This design comes from an exercise in tuning for small area on the open sky130 flow, not from production work. Only simulation tests tie the RTL to the original design; equivalence was not proved. Power figures rest on the tool's default switching activity, not on a simulated workload.

`flow/design.v`:
```
module control (
    input  wire [31:0] ins,
    output wire        is_load,
    output wire        is_store,
    output wire        is_br,
    output wire        is_jal,
    output wire        reg_write,
    output wire        en1,         
    output wire        selR,        
    output wire        isI,
    output wire        isS,
    output wire        isIS,
    output wire        isU,
    output wire        isISU,
    output wire        sub,
    output wire        s_sum,
    output wire        s_or,
    output wire        s_ao,
    output wire        s_slt,
    output wire        s_ld
);
    wire [6:0] op = ins[6:0];
    wire [2:0] f3 = ins[14:12];
    wire is_op  = (op == 7'b0110011);
    wire is_opi = (op == 7'b0010011);
    wire is_lui = (op == 7'b0110111);
    wire is_alu = is_op | is_opi;
    assign is_load   = (op == 7'b0000011);
    assign is_store  = (op == 7'b0100011);
    assign is_br     = (op == 7'b1100011);
    assign is_jal    = (op == 7'b1101111);
    assign reg_write = is_alu | is_load | is_jal | is_lui;
    assign en1       = ~(is_jal | is_lui);
    assign selR  = is_op | is_br;
    assign isI   = is_opi | is_load;
    assign isS   = is_store;
    assign isIS  = isI | isS;
    assign isU   = is_lui;
    assign isISU = isIS | isU;
    assign sub   = is_br | (is_op & (f3 == 3'b000) & ins[30]) | (is_alu & (f3 == 3'b010));
    assign s_sum = (is_alu & (f3 == 3'b000)) | is_jal | is_lui;
    assign s_or  = is_alu & (f3 == 3'b110);
    assign s_ao  = is_alu & (f3[2:1] == 2'b11);
    assign s_slt = is_alu & (f3 == 3'b010);
    assign s_ld  = is_load;
endmodule
module rf_rbit #(
    parameter N = 31
) (
    input  wire [N-1:0] d,
    input  wire [N-1:0] s,
    output wire         y
);
    localparam NA = N / 3;           
    localparam NR = N - 3 * NA;      
    wire [NA+NR-1:0] t;              
    genvar k;
    generate
        for (k = 0; k < NA; k = k + 1) begin : a
            g_a222oi u (.a1(d[3*k]), .a2(s[3*k]), .b1(d[3*k+1]), .b2(s[3*k+1]),
                        .c1(d[3*k+2]), .c2(s[3*k+2]), .y(t[k]));
        end
        for (k = 0; k < NR; k = k + 1) begin : r
            g_nand2 u (.a(d[3*NA+k]), .b(s[3*NA+k]), .y(t[NA+k]));
        end
    endgenerate
    localparam NT = NA + NR;
    wire o0, o1, o2;
    g_nand4 n0 (.a(t[0]), .b(t[1]), .c(t[2]), .d(t[3]), .y(o0));
    g_nand4 n1 (.a(t[4]), .b(t[5]), .c(t[6]), .d(t[7]), .y(o1));
    generate
        if (NT == 12) begin : c12
            g_nand4 n2 (.a(t[8]), .b(t[9]), .c(t[10]), .d(t[11]), .y(o2));
        end else if (NT == 11) begin : c11
            g_nand3 n2 (.a(t[8]), .b(t[9]), .c(t[10]), .y(o2));
        end else begin : c10
            g_nand2 n2 (.a(t[8]), .b(t[9]), .y(o2));
        end
    endgenerate
    g_or3 o (.a(o0), .b(o1), .c(o2), .y(y));
endmodule
module rf_pre2 (
    input  wire [1:0] a,
    output wire [3:0] y
);
    assign y[0] = ~a[1] & ~a[0];
    assign y[1] = ~a[1] &  a[0];
    assign y[2] =  a[1] & ~a[0];
    assign y[3] =  a[1] &  a[0];
endmodule
module rf_pre3 (
    input  wire [2:0] a,
    output wire [7:0] y
);
    genvar k;
    generate
        for (k = 0; k < 8; k = k + 1) begin : g
            assign y[k] = (a == k);
        end
    endgenerate
endmodule
module rf_pre3e (
    input  wire [2:0] a,
    input  wire       en,
    output wire [7:0] y
);
    genvar k;
    generate
        for (k = 0; k < 8; k = k + 1) begin : g
            assign y[k] = en & (a == k);
        end
    endgenerate
endmodule
module rf_rdec #(
    parameter EN = 1     
) (
    input  wire [4:0]  rs,
    input  wire        en,
    input  wire [31:1] valid,
    output wire [31:1] sel,
    output wire [31:1] sel_b
);
    wire [3:0] lo;
    wire [7:0] hi;
    rf_pre2 p2 (.a(rs[1:0]), .y(lo));
    generate
        if (EN) begin : e
            rf_pre3e p3 (.a(rs[4:2]), .en(en), .y(hi));
        end else begin : n
            rf_pre3  p3 (.a(rs[4:2]), .y(hi));
        end
    endgenerate
    genvar i;
    generate
        for (i = 1; i < 32; i = i + 1) begin : g
            g_and3 u (.a(lo[i % 4]), .b(hi[i / 4]), .c(valid[i]), .y(sel[i]));
            g_and3 v (.a(lo[i % 4]), .b(hi[i / 4]), .c(valid[i]), .y(sel_b[i]));
        end
    endgenerate
endmodule
module rf_wdec (
    input  wire [4:0]  rd,
    input  wire        en,
    output wire [31:1] we,
    output wire [31:1] hold,
    output wire [31:1] we_b,
    output wire [31:1] hold_b
);
    wire [3:0] lo;
    wire [7:0] hi;
    rf_pre2  p2 (.a(rd[1:0]), .y(lo));
    rf_pre3e p3 (.a(rd[4:2]), .en(en), .y(hi));
    genvar i;
    generate
        for (i = 1; i < 32; i = i + 1) begin : g
            g_and2  a (.a(lo[i % 4]), .b(hi[i / 4]), .y(we[i]));
            g_nand2 n (.a(lo[i % 4]), .b(hi[i / 4]), .y(hold[i]));
            g_and2  c (.a(lo[i % 4]), .b(hi[i / 4]), .y(we_b[i]));
            g_nand2 m (.a(lo[i % 4]), .b(hi[i / 4]), .y(hold_b[i]));
        end
    endgenerate
endmodule
module g_inv   (input a, output y);                   assign y = ~a;                                  endmodule
module g_nand2 (input a, b, output y);                assign y = ~(a & b);                            endmodule
module g_nor2  (input a, b, output y);                assign y = ~(a | b);                            endmodule
module g_and2  (input a, b, output y);                assign y = a & b;                               endmodule
module g_or2   (input a, b, output y);                assign y = a | b;                               endmodule
module g_and3  (input a, b, c, output y);             assign y = a & b & c;                           endmodule
module g_or3   (input a, b, c, output y);             assign y = a | b | c;                           endmodule
module g_nand3 (input a, b, c, output y);             assign y = ~(a & b & c);                        endmodule
module g_nand4 (input a, b, c, d, output y);          assign y = ~(a & b & c & d);                    endmodule
module g_and4  (input a, b, c, d, output y);          assign y = a & b & c & d;                       endmodule
module g_or4   (input a, b, c, d, output y);          assign y = a | b | c | d;                       endmodule
module g_xor2  (input a, b, output y);                assign y = a ^ b;                               endmodule
module g_xnor2 (input a, b, output y);                assign y = ~(a ^ b);                            endmodule
module g_nand2b(input an, b, output y);               assign y = ~(~an & b);                          endmodule
module g_a21o  (input a1, a2, b1, output y);          assign y = (a1 & a2) | b1;                      endmodule
module g_a22o  (input a1, a2, b1, b2, output y);      assign y = (a1 & a2) | (b1 & b2);               endmodule
module g_a222oi(input a1, a2, b1, b2, c1, c2, output y);
    assign y = ~((a1 & a2) | (b1 & b2) | (c1 & c2));
endmodule
module g_ha    (input a, b, output s, output c);     assign s = a ^ b; assign c = a & b;            endmodule
module add_cla #(
    parameter N    = 32,
    parameter CIN  = 1,      
    parameter COUT = 1       
) (
    input  wire [N-1:0] a,
    input  wire [N-1:0] b,
    input  wire         ci,
    output wire [N-1:0] s,
    output wire [N-1:0] p,
    output wire [N-1:0] g,
    output wire         co
);
    localparam NB = (N + 3) / 4;
    wire [N:0] c;
    genvar i, k;
    generate
        for (i = 0; i < N; i = i + 1) begin : pg
            g_ha h (.a(a[i]), .b(b[i]), .s(p[i]), .c(g[i]));
        end
        if (CIN) begin : with_cin
            assign c[0] = ci;
            g_a21o c1 (.a1(p[0]), .a2(c[0]), .b1(g[0]), .y(c[1]));
            g_xor2 s0 (.a(p[0]), .b(c[0]), .y(s[0]));
        end else begin : no_cin
            assign c[0] = 1'b0;
            assign c[1] = g[0];
            assign s[0] = p[0];
        end
        for (i = 1; i < N; i = i + 1) begin : sx
            g_xor2 u (.a(p[i]), .b(c[i]), .y(s[i]));
        end
        for (k = 0; k < NB; k = k + 1) begin : blk
            localparam LO = 4 * k;
            localparam HI = (4 * k + 3 < N - 1) ? 4 * k + 3 : N - 1;
            for (i = LO + 1; i <= HI; i = i + 1) begin : rip
                if (i > 1) begin : r
                    g_a21o u (.a1(p[i-1]), .a2(c[i-1]), .b1(g[i-1]), .y(c[i]));
                end
            end
            if (k == 0 && NB > 1) begin : first
                g_a21o u (.a1(p[HI]), .a2(c[HI]), .b1(g[HI]), .y(c[HI+1]));
            end else if (k == NB - 1) begin : last
                if (COUT) begin : co_g
                    g_a21o u (.a1(p[HI]), .a2(c[HI]), .b1(g[HI]), .y(c[HI+1]));
                end else begin : co_n
                    assign c[HI+1] = 1'b0;
                end
            end else begin : mid
                wire G1, G2, G3, P;
                g_a21o x1 (.a1(p[LO+1]), .a2(g[LO]),   .b1(g[LO+1]), .y(G1));
                g_a21o x2 (.a1(p[LO+2]), .a2(G1),      .b1(g[LO+2]), .y(G2));
                g_a21o x3 (.a1(p[LO+3]), .a2(G2),      .b1(g[LO+3]), .y(G3));
                g_and4 pp (.a(p[LO]), .b(p[LO+1]), .c(p[LO+2]), .d(p[LO+3]), .y(P));
                g_a21o cc (.a1(P), .a2(c[LO]), .b1(G3), .y(c[HI+1]));
            end
        end
    endgenerate
    assign co = c[N];
endmodule
module alu (
    input  wire [31:0] A,           
    input  wire [31:0] r2,          
    input  wire [31:0] ins,
    input  wire [31:0] dmem_rdata,
    input  wire        selR,        
    input  wire        isI,         
    input  wire        isS,         
    input  wire        isIS,        
    input  wire        isU,         
    input  wire        isISU,       
    input  wire        is_jal,      
    input  wire        sub,
    input  wire        s_sum,
    input  wire        s_or,
    input  wire        s_ao,
    input  wire        s_slt,
    input  wire        s_ld,
    output wire [31:0] sum,
    output wire [31:0] wb,
    output wire [31:0] wb_b,        
    output wire        eq           
);
    wire [31:0] Bx;    
    genvar b;
    generate
        for (b = 0; b < 32; b = b + 1) begin : bs
            if (b < 5) begin : lo
                wire bn;
                g_a222oi m (.a1(r2[b]), .a2(selR), .b1(ins[20+b]), .b2(isI),
                            .c1(ins[7+b]), .c2(isS), .y(bn));
                if (b == 2) begin : four
                    wire bp;
                    g_nand2b j (.an(is_jal), .b(bn), .y(bp));
                    g_xor2   x (.a(bp), .b(sub), .y(Bx[b]));
                end else begin : n
                    g_xnor2  x (.a(bn), .b(sub), .y(Bx[b]));
                end
            end else if (b < 11) begin : mid
                wire bp;
                g_a22o  m (.a1(r2[b]), .a2(selR), .b1(ins[20+b]), .b2(isIS), .y(bp));
                g_xor2  x (.a(bp), .b(sub), .y(Bx[b]));
            end else if (b == 11) begin : b11
                wire bp;
                g_a22o  m (.a1(r2[b]), .a2(selR), .b1(ins[31]), .b2(isIS), .y(bp));
                g_xor2  x (.a(bp), .b(sub), .y(Bx[b]));
            end else if (b < 31) begin : up
                wire bn;
                g_a222oi m (.a1(r2[b]), .a2(selR), .b1(ins[31]), .b2(isIS),
                            .c1(ins[b]), .c2(isU), .y(bn));
                g_xnor2  x (.a(bn), .b(sub), .y(Bx[b]));
            end else begin : top
                wire bp;
                g_a22o  m (.a1(r2[b]), .a2(selR), .b1(ins[31]), .b2(isISU), .y(bp));
                g_xor2  x (.a(bp), .b(sub), .y(Bx[b]));
            end
        end
    endgenerate
    wire [31:0] p, g;
    wire        co;
    add_cla #(.N(32), .CIN(1), .COUT(1)) add (
        .a(A), .b(Bx), .ci(sub), .s(sum), .p(p), .g(g), .co(co)
    );
    wire [7:0] ne;
    wire [1:0] ne2;
    genvar k;
    generate
        for (k = 0; k < 8; k = k + 1) begin : e
            g_nand4 u (.a(p[4*k]), .b(p[4*k+1]), .c(p[4*k+2]), .d(p[4*k+3]), .y(ne[k]));
        end
    endgenerate
    g_or4 e0 (.a(ne[0]), .b(ne[1]), .c(ne[2]), .d(ne[3]), .y(ne2[0]));
    g_or4 e1 (.a(ne[4]), .b(ne[5]), .c(ne[6]), .d(ne[7]), .y(ne2[1]));
    g_nor2 e2 (.a(ne2[0]), .b(ne2[1]), .y(eq));
    generate
        for (b = 0; b < 32; b = b + 1) begin : w
            wire y1, y2;
            g_a222oi r (.a1(sum[b]), .a2(s_sum), .b1(p[b]), .b2(s_or), .c1(g[b]), .c2(s_ao), .y(y1));
            g_nand2  l (.a(dmem_rdata[b]), .b(s_ld), .y(y2));
            if (b == 0) begin : slt
                wire y3;
                g_nand2b t (.an(co), .b(s_slt), .y(y3));    
                g_nand3  o (.a(y1), .b(y2), .c(y3), .y(wb[b]));
                g_nand3  c (.a(y1), .b(y2), .c(y3), .y(wb_b[b]));
            end else begin : n
                g_nand2  o (.a(y1), .b(y2), .y(wb[b]));
                g_nand2  c (.a(y1), .b(y2), .y(wb_b[b]));
            end
        end
    endgenerate
endmodule
module pcu (
    input  wire [31:1] pc,
    input  wire [31:0] ins,
    input  wire        is_br,
    input  wire        is_jal,
    input  wire        eq,
    output wire [31:1] npc
);
    wire bt, taken, ntaken;
    g_and2 t0 (.a(is_br), .b(eq), .y(bt));           
    g_or2  t1 (.a(bt), .b(is_jal), .y(taken));
    g_inv  t2 (.a(taken), .y(ntaken));
    wire [31:1] off;
    genvar b;
    generate
        for (b = 1; b < 32; b = b + 1) begin : o
            if (b < 5) begin : lo           
                if (b == 2) begin : four
                    wire x;
                    g_a22o m (.a1(bt), .a2(ins[7+b]), .b1(is_jal), .b2(ins[20+b]), .y(x));
                    g_or2  f (.a(x), .b(ntaken), .y(off[b]));
                end else begin : n
                    g_a22o m (.a1(bt), .a2(ins[7+b]), .b1(is_jal), .b2(ins[20+b]), .y(off[b]));
                end
            end else if (b < 11) begin : mid    
                g_and2 m (.a(taken), .b(ins[20+b]), .y(off[b]));
            end else if (b == 11) begin : b11    
                g_a22o m (.a1(bt), .a2(ins[7]), .b1(is_jal), .b2(ins[20]), .y(off[b]));
            end else if (b < 20) begin : j       
                g_a22o m (.a1(bt), .a2(ins[31]), .b1(is_jal), .b2(ins[b]), .y(off[b]));
            end else begin : sgn                 
                g_and2 m (.a(taken), .b(ins[31]), .y(off[b]));
            end
        end
    endgenerate
    wire [30:0] s, p, g;
    wire        co;
    add_cla #(.N(31), .CIN(0), .COUT(0)) add (
        .a(pc), .b(off), .ci(1'b0), .s(s), .p(p), .g(g), .co(co)
    );
    assign npc = s;
endmodule
module riscv_core (
    input  wire        clk,
    input  wire        rst,           
    output wire [31:0] imem_addr,     
    input  wire [31:0] imem_rdata,    
    output wire [31:0] dmem_addr,     
    output wire [31:0] dmem_wdata,    
    output wire        dmem_we,       
    output wire        dmem_re,       
    input  wire [31:0] dmem_rdata     
);
    wire [31:0] ins = imem_rdata;
    reg  [31:1] pc_q;         
    reg  [31:1] valid;
    wire [31:1] npc;
    wire [31:0] wb, wb_b;
    wire [31:1] we, hold, we_b, hold_b, valid_n;
    wire [31:0] q [1:31];
    genvar i, b;
    generate
        for (i = 1; i < 32; i = i + 1) begin : r
            reg  [31:0] x;
            wire [31:0] xn;
            for (b = 0; b < 32; b = b + 1) begin : w
                wire wd = (i < 16) ? wb[b] : wb_b[b];
                if (b < 16) begin : a
                    g_a22o u (.a1(wd), .a2(we[i]),   .b1(x[b]), .b2(hold[i]),   .y(xn[b]));
                end else begin : c
                    g_a22o u (.a1(wd), .a2(we_b[i]), .b1(x[b]), .b2(hold_b[i]), .y(xn[b]));
                end
            end
            always @(posedge clk)
                x <= xn;
            assign q[i] = x;
            g_or2 v (.a(valid[i]), .b(we[i]), .y(valid_n[i]));
        end
    endgenerate
    always @(posedge clk or posedge rst)
        if (rst)
            valid <= 31'b0;
        else
            valid <= valid_n;
    always @(posedge clk or posedge rst)
        if (rst)
            pc_q <= 31'b0;
        else
            pc_q <= npc;
    wire is_load, is_store, is_br, is_jal, reg_write, en1;
    wire selR, isI, isS, isIS, isU, isISU, sub, s_sum, s_or, s_ao, s_slt, s_ld;
    control ctl (
        .ins(ins), .is_load(is_load), .is_store(is_store), .is_br(is_br), .is_jal(is_jal),
        .reg_write(reg_write), .en1(en1), .selR(selR), .isI(isI), .isS(isS), .isIS(isIS),
        .isU(isU), .isISU(isISU), .sub(sub), .s_sum(s_sum), .s_or(s_or), .s_ao(s_ao),
        .s_slt(s_slt), .s_ld(s_ld)
    );
    wire [31:1] sel1, sel2, sel1_b, sel2_b;
    rf_rdec d1 (.rs(ins[19:15]), .en(en1),  .valid(valid), .sel(sel1), .sel_b(sel1_b));
    rf_rdec #(.EN(0)) d2 (.rs(ins[24:20]), .en(1'b0), .valid(valid), .sel(sel2), .sel_b(sel2_b));
    rf_wdec dw (.rd(ins[11:7]), .en(reg_write), .we(we), .hold(hold), .we_b(we_b), .hold_b(hold_b));
    wire [31:0] pc = {pc_q, 1'b0};
    wire [31:0] A, r2;
    generate
        for (b = 0; b < 32; b = b + 1) begin : rp
            wire [30:0] col;
            for (i = 1; i < 32; i = i + 1) begin : c
                assign col[i-1] = q[i][b];
            end
            wire [31:1] s1 = (b < 16) ? sel1 : sel1_b;
            wire [31:1] s2 = (b < 16) ? sel2 : sel2_b;
            if (b == 0) begin : b0       
                rf_rbit #(.N(31)) p1 (.d(col), .s(s1), .y(A[b]));
            end else begin : bn
                rf_rbit #(.N(32)) p1 (.d({pc[b], col}), .s({is_jal, s1}), .y(A[b]));
            end
            rf_rbit #(.N(31)) p2 (.d(col), .s(s2), .y(r2[b]));
        end
    endgenerate
    wire eq;
    alu ex (
        .A(A), .r2(r2), .ins(ins), .dmem_rdata(dmem_rdata),
        .selR(selR), .isI(isI), .isS(isS), .isIS(isIS), .isU(isU), .isISU(isISU),
        .is_jal(is_jal), .sub(sub), .s_sum(s_sum), .s_or(s_or), .s_ao(s_ao),
        .s_slt(s_slt), .s_ld(s_ld), .sum(dmem_addr), .wb(wb), .wb_b(wb_b), .eq(eq)
    );
    pcu nx (.pc(pc_q), .ins(ins), .is_br(is_br), .is_jal(is_jal), .eq(eq), .npc(npc));
    assign imem_addr  = pc;
    assign dmem_wdata = r2;
    assign dmem_we    = is_store;
    assign dmem_re    = is_load;
endmodule
```
`flow/flow/run.sh`:
```
#!/bin/bash
# Layout flow: the standard synthesis and layout (standard.sh), with
# these changes to how the layout is made:
#   - the port buffers are the smallest buffer cell (sky130 buf_1)
#     instead of the flow's default pick;
#   - clock tree: sinks clustered by 30 within 75 um, and no dummy
#     loads added to the clock tree;
# Each step's full output goes to its own log file here; ORFS writes
# its per-stage logs under orfs/logs/.
set -euo pipefail

bash standard.sh synth > synth.log 2>&1

bash standard.sh \
    "BUFFER_PORTS_ARGS=-buffer_cell sky130_fd_sc_hd__buf_1" \
    "CTS_ARGS=-sink_clustering_enable -repair_clock_nets -dont_use_dummy_load -sink_clustering_size 30 -sink_clustering_max_diameter 75" \
    finish > layout.log 2>&1
```
`flow/standard.sh`:
```
#!/bin/bash
# synth_recipe.tcl (not shown) runs the flow's synth.tcl, then flattens the netlist and writes it again
# the make line also repeats each setting of config.mk as NAME=value (left out here)
make -C /OpenROAD-flow-scripts/flow DESIGN_CONFIG=/design/flow/config.mk WORK_HOME=/design/flow/orfs CLKGATE_MAP_FILE= SYNTH_SCRIPT=/design/flow/synth_recipe.tcl "${@:-finish}"
```
`flow/config.mk`:
```
export PLATFORM = sky130hd
export DESIGN_NAME = riscv_core
export DESIGN_NICKNAME = riscv_core
export VERILOG_FILES = /design/flow/design.v
export SDC_FILE = /design/flow/constraint.sdc
export NUM_CORES = 8
export LEC_CHECK = 0
export CAP_MARGIN = 20
export CORE_MARGIN = 2
export CORE_UTILIZATION = 55
export GPL_TIMING_DRIVEN = 0
export PLACE_DENSITY = 0.6
export SETUP_SLACK_MARGIN = 0.6
export SLEW_MARGIN = 20
export SYNTH_HIERARCHICAL = 1
export SYNTH_MINIMUM_KEEP_SIZE = 0
```
`flow/constraint.sdc`:
```
create_clock -name core_clock -period 11.0 [get_ports {clk}]
set_input_delay 2.2000 -clock core_clock [delete_from_list [all_inputs] [get_ports {clk}]]
set_output_delay 2.2000 -clock core_clock [all_outputs]
set_load 0.01 [all_outputs]
```
==> flow_metrics.env, run 1 <==
export IMPL_postRouteAntennaNets=0
export IMPL_r2r_end="pc_q[31]$_DFF_PP0_"
export IMPL_min_period_over_period=0.952
export IMPL_rows=104
export IMPL_gp_congestion=0.995
export IMPL_p_int_mw=4.75
export IMPL_cts_sinks=1054
export IMPL_dpl_hpwl_um=120000
export IMPL_slew_headroom=0.219
export IMPL_fin_worst_skew_ns=0.0912
export IMPL_dieHeight_um=288
export IMPL_rsz0062_at_grt="no"
export IMPL_yosysWarnings=7
export IMPL_drt_wl_total_um=169000
export IMPL_cts_buffer_depth=3
export IMPL_top_usage_layer="met2"
export IMPL_area_growth_pct=9.19
export IMPL_min_period_ns=10.47
export IMPL_post_route_util=0.604
export IMPL_cp_max_fo=16
export IMPL_first_iter_violations=7757
export IMPL_gr_total_overflow=0
export IMPL_hold_end="r[16].x[22]$_DFF_P_"
export IMPL_wl_per_cell_um=32.5
export IMPL_worstPathRequired_ns=8.80
export IMPL_power_density_nw_per_um2=128
export IMPL_worstPathArrival_ns=8.27
export IMPL_fin_area_um2=48500
export IMPL_min_from="r[16].x[22]$_DFF_P_"
export IMPL_die_area_um2=83100
export IMPL_irDropWorstVdd_uv=135
export IMPL_reg2reg_depth=28
export IMPL_tightest_slew_ns=1.16
export IMPL_gr_usage_met2=0.558
export IMPL_power_switching_mw=1.45
export IMPL_synth_cells=3872
export IMPL_hold_depth=1
export IMPL_fp_coreArea_um2=80300
export IMPL_die_w_um=288
export IMPL_path_clk_slew_ns=0.06
export IMPL_timing_fmax_mhz=95.5
export IMPL_clockRootBuffer="clkbuf_16"
export IMPL_synth_area_per_cell_um2=11.5
export IMPL_portBuffers=160
export IMPL_synth_fp_nets=4001
export IMPL_pin_count=164
export IMPL_cts_buffers=50
export IMPL_cts_tree="done"
export IMPL_track_usage=0.384
export IMPL_hp_class="reg -> reg"
export IMPL_holdBufCountCts=0
export IMPL_h_tree_depth=2
export IMPL_clk_latency_ns=0.68
export IMPL_drv_slew=0
export IMPL_critical_path_endpoint_type="output port"
export IMPL_grt_util_met3=0.116
export IMPL_swShare=0.233
export IMPL_drive_above_1_share=0.0530
export IMPL_regToRegSetupSlack_ns=2.65
export IMPL_grt_pass1_vias=37000
export IMPL_hold_ws_ns=0.499
export IMPL_first_pass_iters=14
export IMPL_use_met1=0.545
export IMPL_comb_power_share=0.043
export IMPL_vias=41100
export IMPL_cap_violations=0
export IMPL_p_clk_frac=0.327
export IMPL_antenna_found_initial=24
export IMPL_fin_nets=4265
export IMPL_status="finished clean"
export IMPL_setup_viol_count_final=0
export IMPL_grt_max_degree=48
export IMPL_viasPerCell=7.91
export IMPL_start_util=0.553
export IMPL_route_detailed_drc=0
export IMPL_grt_pass1_wl_um=244000
export IMPL_critPathLaunchType="primary input"
export IMPL_leakagePower_nw=19.5
export IMPL_seqPwrFrac=0.630
export IMPL_syn_cell_area_um2=44400
export IMPL_rr_startpoint="valid[6]$_DFF_PP0_"
export IMPL_hold_viol=0
export IMPL_place_area_um2=46700
export IMPL_critical_path_class="in -> out"
[layer usage]
| layer | routed length [µm] | part of all wire |
|---|---|---|
| met1 | 69400 | 0.41 |
| met2 | 70600 | 0.42 |
| met3 | 23400 | 0.14 |
| met4 | 5290 | 0.031 |
| met5 | 373 | 0.0022 |
[through the flow]
step	setup TNS [ns]	worst slack, ns	power (mW)	std cells
floorplan	0	1.52	4.11	3872
global placement	-16.39	-1.08	4.22	5092
detailed placement	-9.73	-0.938	4.24	5107
CTS	0	0.525	6.21	5181
global route	0	0.579	6.37	5195
finish	0	0.530	6.20	5200
[worst max-delay path, stage by stage]
cell      delay (ns)
buf_6           0.15
and2_4          0.22
and3_4          0.26
a222oi_1        0.45
nand4_1         0.34
or3_4           0.50
a222oi_1        0.64
xnor2_1         0.19
ha_1            0.27
a21o_1          0.18
a21o_1          0.19
a21o_1          0.21
a21o_1          0.18
a21o_1          0.19
a21o_4          0.24
a21o_4          0.24
a21o_1          0.21
a21o_1          0.21
a21o_1          0.20
a21o_1          0.19
a21o_1          0.20
a21o_1          0.22
xor2_4          0.23
buf_6           0.14
[registers in the layout, indices dropped and copies added (netlist names)]
name and cells:
pc_q 31, r.x 992, valid 31
[power groups by stage]
stage	Combinational, mW	Sequential, mW	Clock, mW
after CTS	0.252	3.91	2.05
final	0.266	3.91	2.03
after floorplan	0.117	3.99	0
after detailed placement	0.244	3.99	0
after global routing	0.280	3.91	2.18
after global placement	0.233	3.99	0
[what timing repair did]
| action | 4_1_cts | 5_1_grt |
|---|---|---|
| hold endpoints to repair | 0 | 0 |
| pin swaps | 28 | 25 |
| gates resized for setup | 90 | 25 |
| setup endpoints to repair | 35 | 13 |
| setup buffers | 22 | 13 |
| gates cloned | 2 | 0 |
[cell type report]
type / count / area [µm²]
clock buffer: 50 / 1250
sequential: 1054 / 21400
timing repair buffer: 210 / 1170
multi-input combinational: 2811 / 23300
antenna: 6 / 15.0
fill: 6772 / 31800
inverter: 3 / 13.8
buffer: 6 / 46.3
tap: 1060 / 1330
[how the worst max path moves through the flow]
stage	from	endpoint	slack [ns]	cells after the start
6_report	imem_rdata[20]	dmem_addr[31]	0.53	24
2_1_floorplan	imem_rdata[12]	dmem_addr[31]	1.52	19
5_1_grt	imem_rdata[24]	dmem_addr[31]	0.58	23
4_1_cts	imem_rdata[22]	dmem_addr[31]	0.52	24
3_3_place_gp	imem_rdata[2]	pc_q[31]$_DFF_PP0_	-1.08	26
3_5_place_dp	imem_rdata[24]	dmem_addr[31]	-0.94	24
[cell usage in the layout (no fill, tap or decap), drive strengths merged]
| master | instances |
|---|---|
| a22o | 1013 |
| dfxtp | 992 |
| a222oi | 696 |
| nand2 | 255 |
| buf | 209 |
| nand4 | 167 |
| and3 | 126 |
| a21o | 97 |
| and2 | 85 |
| xor2 | 72 |
| or3 | 66 |
| ha | 63 |
| dfrtp | 62 |
| clkbuf | 54 |
| nand3 | 36 |
| or2 | 36 |
| xnor2 | 24 |
| and4 | 15 |
| nor2 | 11 |
| diode | 6 |
| and4bb | 6 |
| and4b | 6 |
| nor2b | 6 |
| and3b | 4 |
| nor3 | 4 |
| nor3b | 4 |
| and2b | 4 |
| nand2b | 3 |
| clkdlybuf4s15 | 3 |
| inv | 3 |
| nor4b | 3 |
| a21oi | 3 |
| or4 | 2 |
| conb | 1 |
| nand4bb | 1 |
| o211ai | 1 |
| o41ai | 1 |
==> inputs of run 2 (changes only) <==
==> flow/flow/run.sh (replaced) <==
#!/bin/bash
# Layout flow: the standard synthesis and layout (standard.sh), with
# these changes to how the layout is made:
#   - the port buffers are small buffer cells instead of the flow's
#     default pick: buf_2 on inputs, buf_1 on outputs (flow/out_buffers.tcl);
#   - clock tree: sinks clustered by 30 within 75 um, and no dummy
#     loads added to the clock tree;
# Each step's full output goes to its own log file here; ORFS writes
# its per-stage logs under orfs/logs/.
set -euo pipefail

bash standard.sh synth > synth.log 2>&1

bash standard.sh \
    "BUFFER_PORTS_ARGS=-inputs -buffer_cell sky130_fd_sc_hd__buf_2" \
    "PRE_GLOBAL_PLACE_TCL=$PWD/flow/out_buffers.tcl" \
    "CTS_ARGS=-sink_clustering_enable -repair_clock_nets -dont_use_dummy_load -sink_clustering_size 30 -sink_clustering_max_diameter 75" \
    finish > layout.log 2>&1
==> flow/flow/out_buffers.tcl (new file) <==
# Run by ORFS before global placement (PRE_GLOBAL_PLACE_TCL): buffer the
# output ports with sky130 buf_1 (the input ports get buf_2 through
# BUFFER_PORTS_ARGS in run.sh).
buffer_ports -outputs -buffer_cell sky130_fd_sc_hd__buf_1
--- a/flow/config.mk
+++ b/flow/config.mk
@@ -10,7 +10,7 @@
 export CORE_UTILIZATION = 55
 export GPL_TIMING_DRIVEN = 0
 export PLACE_DENSITY = 0.6
-export SETUP_SLACK_MARGIN = 0.6
+export SETUP_SLACK_MARGIN = 0.4
 export SLEW_MARGIN = 20
 export SYNTH_HIERARCHICAL = 1
 export SYNTH_MINIMUM_KEEP_SIZE = 0
==> run 2 against run 1 <==
Sequential share of layout area rose by 0.18 points. Clock power barely moved. Area after synthesis did not move. Wire length rose by 0.69%. Clock skew fell by 0.0087 ns. Total power rose by 0.13%. Core utilization fell by 0.25 points. Synthesized cell count did not move. Combinational power fell by 2%. Largest cell class unchanged. Final cell count fell by 0.58%. Hold slack improved by 0.0057 ns.
==> flow_metrics.env, run 2 <==
export IMPL_first_pass_iters=14
export IMPL_worstPathArrival_ns=8.60
export IMPL_grt_max_degree=48
export IMPL_top_layer_used="met5"
export IMPL_critical_path_max_stage_delay_ns=0.54
export IMPL_rsz0062_at_grt="yes"
export IMPL_irDropWorstVdd_uv=126
export IMPL_route_detailed_drc=0
export IMPL_tightest_slew_ns=1.04
export IMPL_slowest_stage="or3_1"
export IMPL_fin_worst_skew_ns=0.0824
export IMPL_drv_slew=0
export IMPL_setup_viol_count_final=0
export IMPL_dpl_hpwl_um=121000
export IMPL_hold_ws_ns=0.505
export IMPL_slew_headroom=0.308
export IMPL_fin_area_um2=48300
export IMPL_crit_family="compound AO/OA/AOI/OAI gates"
export IMPL_grt_pass1_vias=37200
export IMPL_clk_latency_ns=0.67
export IMPL_critical_path_endpoint_type="output port"
export IMPL_largest_register_ffs=992
export IMPL_wl_per_cell_um=32.9
export IMPL_reg_largest_list="r.x (992), pc_q (31), valid (31)"
export IMPL_min_period_ns=10.80
export IMPL_cts_sinks=1054
export IMPL_regToRegSetupSlack_ns=2.32
export IMPL_dieHeight_um=288
export IMPL_route_met3_wl_um=23700
export IMPL_grt_pass1_wl_um=247000
export IMPL_fp_coreArea_um2=80300
export IMPL_synth_fp_nets=4001
export IMPL_cp_max_fo=16
export IMPL_register_area_um2=21400
export IMPL_postRouteAntennaNets=0
export IMPL_wl_met1_um=70200
export IMPL_area_growth_pct=8.73
export IMPL_critical_path_class="in -> out"
export IMPL_pin_count=164
export IMPL_setup_tns_ns=0
export IMPL_synth_area_per_cell_um2=11.5
export IMPL_wl_met2_um=70300
export IMPL_first_iter_violations=7683
export IMPL_path_common_cell="a21o_1"
export IMPL_cts_buffer_depth=3
export IMPL_portBuffers=160
export IMPL_gr_total_overflow=0
export IMPL_drive_above_1_share=0.0553
export IMPL_cts_tree="done"
export IMPL_power_density_nw_per_um2=129
export IMPL_hold_viol=0
export IMPL_top_register="r.x"
export IMPL_layout_common_cells="1013 x a22o_1, 992 x dfxtp_1, 696 x a222oi_1"
export IMPL_die_w_um=288
export IMPL_track_usage=0.388
export IMPL_cts_buffers=51
export IMPL_viasPerCell=7.97
export IMPL_vias=41200
export IMPL_worstPathCellList="buf_4, and2b_4, buf_4, and3_2, a222oi_1, nand3_1, or3_1, a222oi_1, xnor2_1, ha_1, a21o_1, a21o_1, a21o_1, a21o_1, a21o_4, a21o_4, a21o_1, a21o_1, a21o_1, a21o_1, a21o_1, a21o_1, xor2_4, buf_2"
export IMPL_cap_violations=0
export IMPL_die_area_um2=83100
export IMPL_hp_class="reg -> reg"
export IMPL_place_area_um2=46800
export IMPL_clockRootBuffer="clkbuf_16"
export IMPL_critPathLaunchType="primary input"
export IMPL_synth_cells=3872
export IMPL_timing_fmax_mhz=92.6
export IMPL_syn_cell_area_um2=44400
export IMPL_antenna_found_initial=19
export IMPL_min_period_over_period=0.982
export IMPL_leakagePower_nw=19.5
export IMPL_multi_input_area_um2=23200
export IMPL_drt_wl_total_um=170000
export IMPL_fin_nets=4239
export IMPL_yosysWarnings=7
export IMPL_start_util=0.553
export IMPL_rows=104
export IMPL_worstPathRequired_ns=8.80
export IMPL_path_clk_slew_ns=0.05
export IMPL_status="finished clean"
export IMPL_fill_cells=6631
export IMPL_h_tree_depth=2
export IMPL_final_common_cell="a22o_1"
export IMPL_gp_congestion=0.999
export IMPL_worst_path_buf_inv=3
-- run 2: cell type report --
cell class                 instances  share of cell area
antenna                            2            0.000104
buffer                             6            0.000958
clock buffer                      51              0.0264
inverter                           3            0.000285
multi-input combinational       2810               0.481
sequential                      1054               0.443
tap                             1060              0.0275
timing repair buffer             184              0.0210
-- run 2: layer usage --
layer,track usage,vias to the layer above
met1,0.554,20300
met2,0.558,2804
li1,-,17800
met4,0.124,18
met5,0.00682,-
met3,0.120,288
-- run 2: path summary, 6_finish.rpt --
path,start,endpoint,depth (start not counted)
max,imem_rdata[20],dmem_addr[31],24
min,r[27].x[9]$_DFF_P_,r[27].x[9]$_DFF_P_,1
max reg2reg,valid[4]$_DFF_PP0_,pc_q[31]$_DFF_PP0_,28
min reg2reg,r[27].x[9]$_DFF_P_,r[27].x[9]$_DFF_P_,1
max in group asynchronous,rst,valid[6]$_DFF_PP0_,3
min in group asynchronous,rst,pc_q[12]$_DFF_PP0_,2
-- run 2: where the power goes --
group          internal (mW)  switching (mW)  total, mW
registers               3.86          0.0446       3.90
clock network          0.828            1.22       2.04
logic                 0.0819           0.179      0.261
total                   4.77            1.44       6.21
-- run 2: per-stage QoR --
| step | power, mW | instances | worst slack, ns | util |
|---|---|---|---|---|
| floorplan | 4.11 | 3872 | 0.485 | - |
| global placement | 4.23 | 5092 | -1.93 | 0.578 |
| detailed placement | 4.24 | 5107 | -0.375 | 0.582 |
| CTS | 6.22 | 5164 | 0.417 | 0.600 |
| global route | 6.38 | 5168 | 0.226 | 0.602 |
| finish | 6.21 | 5170 | 0.203 | 0.602 |
-- run 2: worst register-to-register path, delay by kind of cell, from the launching register on --
family / cells / cell delay [ns]
buffers and inverters: 2 / 0.27
AO/OA/AOI/OAI: 13 / 3.34
AND/OR/NAND/NOR: 9 / 3.46
XOR/XNOR: 2 / 0.36
flip-flops: 1 / 0.45
adder cells (fa/ha/maj): 2 / 0.72
-- run 2: repair_timing --
item	in CTS	in global routing
gates cloned	0	1
resized for setup	44	17
hold buffers	0	0
setup buffers	6	3
pin swaps	11	14
setup endpoints to repair	8	7
==> inputs of run 3 (changes only) <==
--- a/flow/config.mk
+++ b/flow/config.mk
@@ -10,7 +10,7 @@
 export CORE_UTILIZATION = 55
 export GPL_TIMING_DRIVEN = 0
 export PLACE_DENSITY = 0.6
-export SETUP_SLACK_MARGIN = 0.4
+export SETUP_SLACK_MARGIN = 0.6
 export SLEW_MARGIN = 20
 export SYNTH_HIERARCHICAL = 1
 export SYNTH_MINIMUM_KEEP_SIZE = 0
==> run 3 against run 2 <==
Worst setup slack gained 0.37 ns. Critical path depth decreased by 2. Hold slack lost 0.0012 ns. Wire length hardly changed. Critical path type unchanged. First-iteration DRC count up 5.1%. Sequential share of layout area fell by 0.46 points. Still clean on timing, DRC and antenna. Synthesized cell count is the same. Critical endpoint unchanged. Combinational power increased by 4%.
==> flow_metrics.env, run 3 <==
export IMPL_status="finished clean"
export IMPL_dpl_hpwl_um=120000
export IMPL_critical_path_endpoint_type="output port"
export IMPL_grt_pass1_wl_um=245000
export IMPL_cts_buffers=51
export IMPL_synth_fp_nets=4001
export IMPL_setup_tns_ns=0
export IMPL_drv_slew=0
export IMPL_h_tree_depth=2
export IMPL_dp_slack_ns=-0.375
export IMPL_wl_per_cell_um=32.6
export IMPL_cap_violations=0
export IMPL_reg_largest_list="r.x (992), pc_q (31), valid (31)"
export IMPL_cts_tree="done"
export IMPL_worstSetupStartpoint="imem_rdata[16]"
export IMPL_hp_class="reg -> reg"
export IMPL_syn_cell_area_um2=44400
export IMPL_worstPathRequired_ns=8.80
export IMPL_reg2reg_depth=28
export IMPL_antenna_found_initial=24
export IMPL_yosysWarnings=7
export IMPL_worstPathArrival_ns=8.23
export IMPL_top_layer_used="met5"
export IMPL_rsz0062_at_grt="no"
export IMPL_dieHeight_um=288
export IMPL_fp_coreArea_um2=80300
export IMPL_wl_met1_um=69400
export IMPL_wl_met2_um=70600
export IMPL_cts_buffer_depth=3
export IMPL_slew_headroom=0.192
export IMPL_leakagePower_nw=19.7
export IMPL_area_growth_pct=9.88
export IMPL_gp_congestion=1.01
export IMPL_largest_register_ffs=992
export IMPL_rr_startpoint="valid[4]$_DFF_PP0_"
export IMPL_drive_above_1_share=0.0725
export IMPL_path_clk_slew_ns=0.05
export IMPL_cp_max_fo=16
export IMPL_viasPerCell=7.89
export IMPL_synth_area_per_cell_um2=11.5
export IMPL_first_pass_iters=13
export IMPL_postRouteAntennaNets=0
export IMPL_stdcell_count=5214
export IMPL_layout_common_cells="1013 x a22o_1, 992 x dfxtp_1, 696 x a222oi_1"
export IMPL_setup_viol_count_final=0
export IMPL_clk_latency_ns=0.68
export IMPL_fin_nets=4281
export IMPL_fin_worst_skew_ns=0.0962
export IMPL_grt_max_degree=48
export IMPL_synth_cells=3872
export IMPL_gr_total_overflow=0
export IMPL_tightest_slew_ns=1.20
export IMPL_rows=104
export IMPL_route_detailed_drc=0
export IMPL_layout_setup_ws_ns=0.574
export IMPL_min_period_over_period=0.948
export IMPL_hold_depth=1
export IMPL_irDropWorstVdd_uv=130
export IMPL_portBuffers=160
export IMPL_hold_viol=0
export IMPL_min_from="r[14].x[20]$_DFF_P_"
export IMPL_top_register="r.x"
export IMPL_dp_cells=5106
export IMPL_pin_count=164
export IMPL_start_util=0.553
export IMPL_first_iter_violations=8077
export IMPL_post_route_util=0.608
export IMPL_min_period_ns=10.43
export IMPL_track_usage=0.385
export IMPL_power_density_nw_per_um2=128
export IMPL_critPathLaunchType="primary input"
export IMPL_die_area_um2=83100
export IMPL_drt_wl_total_um=170000
export IMPL_grt_pass1_vias=36900
export IMPL_holdBufCountCts=0
export IMPL_critical_path_class="in -> out"
export IMPL_route_met3_wl_um=24300
export IMPL_cts_sinks=1054
export IMPL_vias=41200
export IMPL_die_w_um=288
export IMPL_final_common_cell="a22o_1"
export IMPL_timing_fmax_mhz=95.9
export IMPL_clockRootBuffer="clkbuf_16"
[run 3: metal layers]
layer | track usage | vias up
met4 | 0.120 | 14
li1 | - | 17900
met3 | 0.134 | 285
met2 | 0.557 | 2732
met1 | 0.539 | 20200
met5 | 0.00114 | -
[run 3: what timing repair did]
action,in CTS,in global routing
gates resized for setup,70,53
setup endpoints to repair,14,14
cloned,2,1
setup buffers,32,18
pin swaps,30,37
[run 3: final timing paths]
kind,endpoint,slack [ns]
max,dmem_addr[31],0.57
min,r[14].x[20]$_DFF_P_,0.50
max reg2reg,pc_q[31]$_DFF_PP0_,2.55
min reg2reg,r[14].x[20]$_DFF_P_,0.50
max in group asynchronous,valid[5]$_DFF_PP0_,8.95
min in group asynchronous,pc_q[15]$_DFF_PP0_,1.49
[run 3: cell type report]
class | count | area (µm²)
well taps | 1060 | 1330
diodes | 4 | 10.0
repair buffers | 225 | 1380
inverters | 3 | 13.8
fillers | 6695 | 31500
plain buffers | 6 | 46.3
clock buffers | 51 | 1280
flip-flops and latches | 1054 | 21400
multi-input cells | 2811 | 23400
[run 3: where the power goes]
group	switching (mW)	total, mW	leakage [nW]	internal [mW]
logic	0.183	0.272	10.2	0.0887
registers	0.0487	3.91	8.81	3.86
clock network	1.22	2.05	0.628	0.829
[run 3: stage by stage]
step / power [mW] / cell area [µm²] / hold slack, ns
after global placement: 4.23 / 46400 / 0.477
after CTS: 6.24 / 48500 / 0.502
after global routing: 6.40 / 48800 / 0.519
after detailed placement: 4.24 / 46700 / 0.477
final: 6.23 / 48800 / 0.504
after floorplan: 4.11 / 44400 / 0.464
[run 3: worst max-delay path, stage by stage]
cell	delay [ns]
buf_2	0.27
nor2b_2	0.93
and3_1	0.91
a222oi_1	0.21
nand3_1	0.29
or3_1	0.15
ha_1	0.24
a21o_1	0.20
a21o_1	0.18
a21o_1	0.20
a21o_1	0.18
a21o_1	0.19
a21o_4	0.23
a21o_4	0.23
a21o_1	0.18
a21o_1	0.21
a21o_1	0.20
a21o_1	0.20
a21o_1	0.20
a21o_1	0.23
xor2_4	0.26
buf_6	0.14
==> inputs of run 4 (changes only) <==
--- a/flow/config.mk
+++ b/flow/config.mk
@@ -10,7 +10,7 @@
 export CORE_UTILIZATION = 55
 export GPL_TIMING_DRIVEN = 0
 export PLACE_DENSITY = 0.6
-export SETUP_SLACK_MARGIN = 0.6
+export SETUP_SLACK_MARGIN = 0.2
 export SLEW_MARGIN = 20
 export SYNTH_HIERARCHICAL = 1
 export SYNTH_MINIMUM_KEEP_SIZE = 0
==> run 4 against run 3 <==
Clock-buffer cell count did not move. Critical path type unchanged. Via count rose by 0.27%. Largest cell class unchanged. Highest routed layer unchanged. Register-to-register slack worse by 0.57 ns. Total power fell by 0.34%. Area after synthesis stayed put. Critical endpoint is now dmem_addr[30].
==> flow_metrics.env, run 4 <==
export IMPL_status="finished clean"
export IMPL_area_growth_pct=8.56
export IMPL_hold_ws_ns=0.502
export IMPL_track_usage=0.388
export IMPL_pin_count=164
export IMPL_dpl_hpwl_um=121000
export IMPL_r2r_end="pc_q[31]$_DFF_PP0_"
export IMPL_holdBufCountCts=0
export IMPL_cts_buffers=51
export IMPL_reg2reg_depth=27
export IMPL_worstPathArrival_ns=8.66
export IMPL_irDropWorstVdd_uv=126
export IMPL_cts_buffer_depth=3
export IMPL_gp_congestion=0.999
export IMPL_grt_pass1_vias=37200
export IMPL_grt_max_degree=48
export IMPL_synth_area_per_cell_um2=11.5
export IMPL_slew_headroom=0.302
export IMPL_synth_fp_nets=4001
export IMPL_gr_total_overflow=0
export IMPL_first_pass_iters=11
export IMPL_vias=41300
export IMPL_wl_per_cell_um=32.9
export IMPL_timing_fmax_mhz=92.1
export IMPL_worstPathRequired_ns=8.80
export IMPL_fp_coreArea_um2=80300
export IMPL_cts_sinks=1054
export IMPL_drt_wl_total_um=170000
export IMPL_grt_pass1_wl_um=247000
export IMPL_postRouteAntennaNets=0
export IMPL_hp_class="reg -> reg"
export IMPL_syn_cell_area_um2=44400
export IMPL_totalPowerFinal_mw=6.21
export IMPL_clk_latency_ns=0.67
export IMPL_h_tree_depth=2
export IMPL_hold_viol=0
export IMPL_viasPerCell=7.99
export IMPL_largest_register_ffs=992
export IMPL_post_route_util=0.601
export IMPL_antenna_found_initial=20
export IMPL_fin_nets=4235
export IMPL_dieHeight_um=288
export IMPL_route_detailed_drc=0
export IMPL_tightest_slew_ns=1.05
export IMPL_path_clk_slew_ns=0.07
export IMPL_first_iter_violations=7726
export IMPL_min_from="r[16].x[23]$_DFF_P_"
export IMPL_fin_worst_skew_ns=0.0836
export IMPL_cts_tree="done"
export IMPL_clockRootBuffer="clkbuf_16"
export IMPL_regToRegSetupSlack_ns=1.98
export IMPL_reg_largest_list="r.x (992), pc_q (31), valid (31)"
export IMPL_setup_viol_count_final=0
export IMPL_cap_violations=0
export IMPL_start_util=0.553
export IMPL_die_area_um2=83100
export IMPL_drive_above_1_share=0.0534
export IMPL_critical_path_endpoint_type="output port"
export IMPL_portBuffers=160
export IMPL_rsz0062_at_grt="no"
export IMPL_rr_startpoint="valid[1]$_DFF_PP0_"
export IMPL_critical_path_class="in -> out"
export IMPL_critPathLaunchType="primary input"
export IMPL_final_common_cell="a22o_1"
export IMPL_die_w_um=288
export IMPL_min_period_over_period=0.987
export IMPL_power_density_nw_per_um2=129
export IMPL_synth_cells=3872
export IMPL_layout_common_cells="1013 x a22o_1, 992 x dfxtp_1, 696 x a222oi_1"
export IMPL_cp_max_fo=16
export IMPL_drv_slew=0
export IMPL_min_period_ns=10.86
export IMPL_yosysWarnings=7
export IMPL_leakagePower_nw=19.4
export IMPL_endpoint="dmem_addr[30]"
export IMPL_worstSetupStartpoint="imem_rdata[24]"
export IMPL_top_register="r.x"
export IMPL_rows=104
-- run 4: through the flow --
stage	instance area [µm²]	worst slack, ns	setup TNS (ns)	cells
after floorplan	44400	0.485	0	3872
after global placement	46400	-1.93	-153.51	5092
after detailed placement	46800	-0.375	-1.33	5107
after CTS	48200	0.219	0	5161
after global routing	48200	0.201	0	5164
final	48200	0.143	0	5166
-- run 4: how the worst min path moves through the flow --
stage / cells past startpoint / to / slack, ns
floorplan: 1 / r[10].x[0]$_DFF_P_ / 0.46
global placement: 1 / r[22].x[30]$_DFF_P_ / 0.48
detailed placement: 1 / r[25].x[14]$_DFF_P_ / 0.48
CTS: 1 / r[16].x[23]$_DFF_P_ / 0.50
global route: 1 / r[25].x[9]$_DFF_P_ / 0.52
finish: 1 / r[16].x[23]$_DFF_P_ / 0.50
-- run 4: timing repair --
action	CTS	global route
setup endpoints to repair	6	3
buffers inserted	3	3
gates resized for setup	35	14
pin swaps	8	10
-- run 4: power by group --
group / switching (mW) / internal (mW) / total (mW) / leakage (nW)
Combinational: 0.178 / 0.0810 / 0.259 / 10.0
Clock: 1.22 / 0.829 / 2.04 / 0.628
Sequential: 0.0447 / 3.86 / 3.90 / 8.81
Total: 1.44 / 4.77 / 6.21 / 19.4
-- run 4: routing by layer --
metal | track usage | up-vias | part of all wire
met3 | 0.119 | 280 | 0.14
met4 | 0.124 | 22 | 0.035
met1 | 0.554 | 20300 | 0.41
met2 | 0.557 | 2856 | 0.41
met5 | 0.00682 | - | 0.0012
li1 | - | 17800 | -
-- run 4: cell type report --
type	count	area, µm²
clock buffer	51	1280
antenna	2	5.00
fill	6634	32100
timing repair buffer	181	983
inverter	3	13.8
tap	1060	1330
multi-input combinational	2809	23200
buffer	6	46.3
sequential	1054	21400
-- run 4: critical path: stages --
cell and delay (ns):
buf_4 0.25, and3b_2 0.33, and3_2 0.34, a222oi_1 0.36
nand4_1 0.37, or3_4 0.52, a222oi_1 0.48, xnor2_1 0.21
ha_1 0.32, a21o_1 0.22, a21o_1 0.18, a21o_1 0.20
a21o_1 0.21, a21o_1 0.24, a21o_4 0.26, a21o_4 0.24
a21o_1 0.22, a21o_1 0.24, a21o_1 0.22, a21o_1 0.19
a21o_1 0.19, xor2_1 0.44, buf_1 0.21
==> inputs of run 5 (changes only) <==
--- a/flow/config.mk
+++ b/flow/config.mk
@@ -10,7 +10,7 @@
 export CORE_UTILIZATION = 55
 export GPL_TIMING_DRIVEN = 0
 export PLACE_DENSITY = 0.6
-export SETUP_SLACK_MARGIN = 0.2
+export SETUP_SLACK_MARGIN = 0.3
 export SLEW_MARGIN = 20
 export SYNTH_HIERARCHICAL = 1
 export SYNTH_MINIMUM_KEEP_SIZE = 0
==> run 5 against run 4 <==
Still clean. Core utilization increased by 0.067 points. Combinational power about the same. Non-clock buffer count increased by 2. Clock skew increased by 0.0016 ns. Wire length increased by 0.11%. Clock power about the same. Via count decreased by 0.22%. Hold slack improved by 0.00088 ns. Total power about the same. Cell area increased by 0.11%. Largest cell class unchanged.
==> flow_metrics.env, run 5 <==
export IMPL_fill_cells=6631
export IMPL_hp_class="reg -> reg"
export IMPL_post_route_util=0.601
export IMPL_viasPerCell=7.97
export IMPL_largest_register_ffs=992
export IMPL_min_from="r[16].x[23]$_DFF_P_"
export IMPL_drive_above_1_share=0.0548
export IMPL_fp_coreArea_um2=80300
export IMPL_dp_cells=5107
export IMPL_layout_common_cells="1013 x a22o_1, 992 x dfxtp_1, 696 x a222oi_1"
export IMPL_rows=104
export IMPL_drv_slew=0
export IMPL_grt_max_degree=48
export IMPL_irDropWorstVdd_uv=126
export IMPL_pin_count=164
export IMPL_cp_max_fo=11
export IMPL_power_switching_mw=1.44
export IMPL_die_w_um=288
export IMPL_reg_largest_list="r.x (992), pc_q (31), valid (31)"
export IMPL_cts_buffers=51
export IMPL_timing_fmax_mhz=92.1
export IMPL_cts_buffer_depth=3
export IMPL_clk_latency_ns=0.67
export IMPL_postRouteAntennaNets=0
export IMPL_worstPathCellList="buf_4, nor3b_4, and3_4, buf_4, a222oi_1, nand4_1, or3_1, a222oi_1, xnor2_1, ha_1, a21o_1, a21o_1, a21o_1, a21o_1, a21o_4, a21o_4, a21o_1, a21o_1, a21o_1, a21o_1, a21o_1, a21o_1, xor2_4, clkbuf_2"
export IMPL_rr_startpoint="valid[28]$_DFF_PP0_"
export IMPL_fin_nets=4237
export IMPL_dpl_hpwl_um=121000
export IMPL_synth_area_per_cell_um2=11.5
export IMPL_die_area_um2=83100
export IMPL_route_detailed_drc=0
export IMPL_track_usage=0.388
export IMPL_status="finished clean"
export IMPL_seqPwrFrac=0.629
export IMPL_drt_wl_total_um=170000
export IMPL_min_period_over_period=0.987
export IMPL_regToRegSetupSlack_ns=2.33
export IMPL_swShare=0.232
export IMPL_power_density_nw_per_um2=129
export IMPL_top_register="r.x"
export IMPL_gp_congestion=0.999
export IMPL_stdcell_count=5167
export IMPL_path_common_cell="a21o_1"
export IMPL_layout_setup_ws_ns=0.146
export IMPL_worstPathArrival_ns=8.65
export IMPL_vias=41200
export IMPL_wl_per_cell_um=32.9
export IMPL_setup_viol_count_final=0
export IMPL_area_growth_pct=8.68
export IMPL_worst_path_buf_inv=3
export IMPL_critical_path_class="in -> out"
export IMPL_first_iter_violations=7914
export IMPL_tightest_slew_ns=1.03
export IMPL_critPathLaunchType="primary input"
export IMPL_hold_depth=1
export IMPL_slowest_stage="or3_1"
export IMPL_critical_path_endpoint_type="output port"
export IMPL_h_tree_depth=2
export IMPL_gr_total_overflow=0
export IMPL_slew_headroom=0.314
export IMPL_hold_end="r[16].x[23]$_DFF_P_"
export IMPL_p_int_mw=4.77
export IMPL_yosysWarnings=7
export IMPL_cts_sinks=1054
export IMPL_critical_path_max_stage_delay_ns=0.59
export IMPL_worstPathRequired_ns=8.80
export IMPL_dieHeight_um=288
export IMPL_dp_slack_ns=-0.375
export IMPL_holdBufCountCts=0
export IMPL_final_common_cell="a22o_1"
export IMPL_grt_pass1_vias=37200
export IMPL_first_pass_iters=14
export IMPL_syn_cell_area_um2=44400
export IMPL_r2r_end="pc_q[31]$_DFF_PP0_"
export IMPL_antenna_found_initial=19
export IMPL_crit_family="compound AO/OA/AOI/OAI gates"
export IMPL_grt_pass1_wl_um=247000
export IMPL_clockRootBuffer="clkbuf_16"
export IMPL_p_clk_frac=0.329
export IMPL_cap_violations=0
export IMPL_reg2reg_depth=27
export IMPL_portBuffers=160
export IMPL_cts_tree="done"
export IMPL_start_util=0.553
export IMPL_synth_cells=3872
export IMPL_fin_worst_skew_ns=0.0852
export IMPL_rsz0062_at_grt="yes"
export IMPL_comb_power_share=0.042
export IMPL_hold_viol=0
export IMPL_min_period_ns=10.85
export IMPL_leakagePower_nw=19.5
export IMPL_path_clk_slew_ns=0.07
export IMPL_synth_fp_nets=4001
run 5: worst register-to-register path, stage by stage, from the launching register on:
cell and delay, ns:
dfrtp_1 0.43, and3_1 0.50, a222oi_1 0.53, nand3_1 0.27
or3_1 0.54, a222oi_1 0.51, xnor2_1 0.23, ha_1 0.42
nand4_1 0.11, or4_1 0.60, nor2_1 0.11, and2_2 0.49
or2_1 0.65, inv_1 0.09, or2_1 0.25, ha_1 0.30
a21o_1 0.21, a21o_1 0.18, a21o_1 0.20, a21o_1 0.21
a21o_1 0.21, a21o_1 0.29, a21o_1 0.26, a21o_1 0.23
a21o_1 0.21, a21o_1 0.19, a21o_1 0.17, xor2_1 0.15
run 5: worst max-delay path by stage:
stage / from / end / slack (ns) / depth (start not counted)
detailed placement: imem_rdata[21] / dmem_addr[31] / -0.38 / 24
CTS: imem_rdata[22] / dmem_addr[31] / 0.32 / 24
global route: imem_rdata[24] / dmem_addr[31] / 0.18 / 24
floorplan: imem_rdata[12] / dmem_addr[31] / 0.48 / 19
global placement: imem_rdata[12] / pc_q[31]$_DFF_PP0_ / -1.93 / 26
finish: imem_rdata[22] / dmem_addr[31] / 0.15 / 24
run 5: layout make-up:
type                       count  area, µm²  share of cell area
antenna                        1       2.50           0.0000518
buffer                         6       46.3            0.000959
clock buffer                  51       1280              0.0264
inverter                       3       13.8            0.000285
multi-input combinational   2809      23200               0.480
sequential                  1054      21400               0.443
tap                         1060       1330              0.0275
timing repair buffer         183       1010              0.0209
run 5: layer usage:
metal,part of all wire,track usage
met2,0.41,0.557
met1,0.41,0.555
met3,0.14,0.119
met4,0.035,0.123
met5,0.00084,0.00682
run 5: metrics by stage:
stage	cell area (µm²)	setup TNS, ns	total power, mW	hold WS, ns
after floorplan	44400	0	4.11	0.464
after global placement	46400	-153.51	4.23	0.477
after detailed placement	46800	-1.33	4.24	0.478
after CTS	48200	0	6.22	0.502
after global routing	48300	0	6.38	0.515
final	48300	0	6.21	0.503
run 5: power groups by stage:
| stage | combinational, mW | sequential [mW] | clock [mW] |
|---|---|---|---|
| after global routing | 0.278 | 3.91 | 2.19 |
| after floorplan | 0.117 | 3.99 | 0 |
| final | 0.261 | 3.90 | 2.05 |
| after global placement | 0.239 | 3.99 | 0 |
| after CTS | 0.250 | 3.90 | 2.07 |
| after detailed placement | 0.247 | 3.99 | 0 |
run 5: repair_timing:
| action | in CTS | in global routing |
|---|---|---|
| pin swaps | 8 | 13 |
| endpoints found under the hold margin | 0 | 0 |
| buffers inserted | 3 | 5 |
| gates resized for setup | 40 | 16 |
| endpoints found under the setup margin | 8 | 6 |

separate check: timing with driven ports:
In the flow no input, the clock included, has a driving cell. The finished layouts below were timed again as built, in two steps. Step 1 sets driving cells, clkbuf_16 on the clock port and buf_2 on the other inputs (assumed; they add their load-dependent delay and slew). Step 2, shift: input delay + t, output delay - t, t = (earliest + latest rising clock arrival at the registers) / 2. This alone moves slack from input paths to output paths. a / b / c = no drivers / after step 1 / after step 2; a / b = the first two.
run | t, ns | setup WS [ns] | latest minus earliest clock arrival (ns) | worst slew at a driven data input, ns | pins driven straight from the clock port
run 1 | 0.705 | 0.530 / 0.455 / 0.196 | 0.091 / 0.092 | 0.19 | 1
run 2 | 0.700 | 0.203 / 0.168 / -0.095 | 0.083 / 0.082 | 0.15 | 1
run 3 | 0.700 | 0.574 / 0.413 / 0.138 | 0.096 / 0.096 | 0.21 | 1
run 4 | 0.700 | 0.143 / 0.116 / -0.341 | 0.083 / 0.084 | 0.16 | 1
run 5 | 0.703 | 0.146 / 0.123 / -0.138 | 0.085 / 0.085 | 0.15 | 1
Met with ideal ports but missed after step 2: setup timing in run 2, run 4 and run 5. The setup slack of run 4, which loses most, moves by -0.027 ns with the drivers and by -0.484 ns with both steps.
